What follows belongs to an exercise in optimizing a design on an open flow for small area, a short achievable clock period and few clock cycles; a production flow would make more cautious choices. At most, simulation tests tie the RTL to the original design; equivalence was not proved. Power figures rest on the tool's default switching activity, not on a simulated workload.

// levinson_top
module levinson_top(clock, reset, start, done,
	scratch_mem_read_addr, scratch_mem_in,
	scratch_mem_write_addr, scratch_mem_out, scratch_mem_write_en);
Size in the first run: roughly 0.048 mm^2 of cells after synthesis.
==> flow/config.mk <==
export PLATFORM = sky130hd
export DESIGN_NAME = levinson_top
export DESIGN_NICKNAME = levinson_top
export VERILOG_FILES = /design/flow/design.v
export SDC_FILE = /design/flow/constraint.sdc
export NUM_CORES = 8
export LEC_CHECK = 0
export ABC_AREA = 1
export CAP_MARGIN = 20
export CORE_MARGIN = 2
export CORE_UTILIZATION = 40
export CTS_CLUSTER_DIAMETER = 100
export CTS_CLUSTER_SIZE = 16
export PLACE_DENSITY = 0.6
export SLEW_MARGIN = 20
==> flow/constraint.sdc <==
create_clock -name core_clock -period 20.0 [get_ports {clock}]
set_input_delay 4.0000 -clock core_clock [delete_from_list [all_inputs] [get_ports {clock}]]
set_output_delay 4.0000 -clock core_clock [all_outputs]
set_load 0.01 [all_outputs]
standard.sh (not shown) runs the stock make flow with config.mk's settings and CLKGATE_MAP_FILE= SYNTH_SCRIPT=/design/flow/synth_recipe.tcl, a recipe that flattens the netlist after the stock synthesis.
==> flow/flow/run.sh <==
#!/bin/bash
set -euo pipefail
bash standard.sh SETUP_SLACK_MARGIN=15 finish > standard.log 2>&1
Edit:
--- a/flow/design.v
+++ b/flow/design.v
@@ -529,22 +529,26 @@
 	wire p_big = (P == 32'h4000_0000);
 	wire p_small = (P[31:3] == 29'd0) && (P[2:0] != 3'd0);
 	wire [15:0] mq = p_small ? P[15:0] : (p_big ? 16'h7fff : P[30:15]);
 	wire [31:0] t_next = t_lm ? (p_big ? MAX32 : {P[30:0], 1'b0}) : {{15{mq[15]}}, mq, 1'b0};
 	wire [31:0] acc_next = a_ld ? T : sadd(acc, T);
 	wire [4:0] lz = nrm(acc);
 	wire [4:0] lzk = nrm(K);
 	wire [31:0] sh_out = (sh_k ? K : acc) << (sh_k ? amtk : lz);
 	wire [31:0] shl2_acc = (acc[31] != acc[30]) ? acc :
 	                       ((acc[31] != acc[29]) ? {acc[30:0], 1'b0} : {acc[29:0], 2'b0});
-	wire [31:0] ng_in = ng_s ? sum : (r_fi ? shl2_acc : acc);
-	wire [31:0] ng_out = (ng_in == MIN32) ? MAX32 : (~ng_in + 32'd1);
+	wire [31:0] ng_in = ng_s ? sum : acc;
+	wire [31:0] ng_raw = ~ng_in + 32'd1;
+	wire [31:0] ng_out = (ng_in == MIN32) ? MAX32 : ng_raw;
+	wire [1:0] s2 = (acc[31] != acc[30]) ? 2'd0 : ((acc[31] != acc[29]) ? 2'd1 : 2'd2);
+	wire [31:0] neg_shl2 = (shl2_acc == MIN32) ? MAX32 :
+	                       ((s2 == 2'd0) ? ng_raw : ((s2 == 2'd1) ? {ng_raw[30:0], 1'b0} : {ng_raw[29:0], 2'b0}));
 	wire [31:0] sh4 = ({32{s4[0]}} & sum) | ({32{s4[1]}} & {sum[30:0], 1'b0}) |
 	                  ({32{s4[2]}} & {sum[29:0], 2'b0}) | ({32{s4[3]}} & {sum[28:0], 3'b0}) |
 	                  ({32{s4[4]}} & {sum[27:0], 4'b0});
 	wire [31:0] oa = ({32{sa_acc}} & acc) | ({32{sa_sum}} & sum) | ({32{sa_sh4}} & sh4);
 	wire [31:0] ob = ({32{sb_ad}} & comp(AD)) | ({32{sb_acc}} & acc) | ({32{sb_mi}} & comp(MI));
 	wire [31:0] o_raw = oa + ob;
 	wire o_ovf = (oa[31] == ob[31]) && (o_raw[31] != oa[31]);
 	wire [31:0] o_sum = o_ovf ? (oa[31] ? MIN32 : MAX32) : o_raw;
 	wire [16:0] rnd_y = (sum[31] == sum[30]) ? sum[30:14] : sum[31:15];    
 	wire [15:0] rnd_hi = (rnd_y[16:1] == 16'h7fff && rnd_y[0]) ? 16'h7fff : rnd_y[16:1] + {15'd0, rnd_y[0]};
@@ -600,21 +604,21 @@
 	wire s_10 = run & p2 & lit & e6;
 	wire s_0 = run & p1 & pro;
 	always @(posedge clock)
 		if (s_os | s_ab | s_10 | s_0)
 			sum <= ({32{s_os}} & o_sum) | ({32{s_ab}} & fmt(sum[31] ? ng_out : sum)) |
 			       ({32{s_10}} & {{4{K[31]}}, K[31:5], 1'b0});
 	wire k_fi = run & p2 & r_fi;
 	wire k_f2 = run & p1 & f2;
 	always @(posedge clock)
 		if (k_fi | k_f2)
-			K <= ({32{k_fi}} & (t0pos ? ng_out : shl2_acc)) | ({32{k_f2}} & sh_out);
+			K <= ({32{k_fi}} & (t0pos ? neg_shl2 : shl2_acc)) | ({32{k_f2}} & sh_out);
 	wire ld = run & p2;
 	wire x_k = (jbt == T_KK) | (jbt == T_U);
 	wire x_a = (jbt == T_AL) | (jbt == T_I1);
 	wire x_i = (jbt == T_I2);
 	wire x_s = (jbt == T_FI);
 	wire x_h = (jbt == T_S);
 	wire y_k = (jbt == T_KK);
 	wire y_kk = (jbt == T_AL);
 	wire y_i = (jbt == T_I1) | (jbt == T_I2) | ((jbt == T_FI) & ~r_i2);
 	wire y_a = (jbt == T_FI) & r_i2;
=> Utilization hardly moves; setup slack improves by 43 ps; worst hold slack gets worse by 6.8 ps; via count rose slightly; critical path depth stays the same; sequential power is about the same; count of clock-buffer cells in the layout decreases by 2; routed wire length goes up by a few percent.
Testbench counts after the change, summed over its fixed seeds: cycles 1,370,400.
The RTL of the first run of this note was laid out without a check of its function.

[port drivers added, routing unchanged]
Ports are ideal in the flow. The routed layouts listed here were re-timed in OpenROAD.
Step 1 assumes that a clkbuf_16 drives the clock port and a buf_2 every other input.
Step 2 also shifts input and output timing later by t, the mid clock arrival at the registers, as if the neighbouring blocks saw the same clock.
Three values: no drivers, after step 1, after step 2; two values: the first two.
| run | t (ns) | slack for setup (ns) | hold WS [ns] | worst register clock-pin slew, ns |
|---|---|---|---|---|
| the first run | 0.765 | 14.773 / 14.688 / 14.829 | 0.383 / 0.383 / 0.383 | 0.10 / 0.10 |
| the second run | 0.764 | 14.816 / 14.735 / 14.710 | 0.376 / 0.376 / 0.376 | 0.09 / 0.09 |
After both steps setup and hold are still met in every run listed. The setup slack of the second run, which loses most, moves by -0.081 ns with the drivers and by -0.106 ns with both steps.
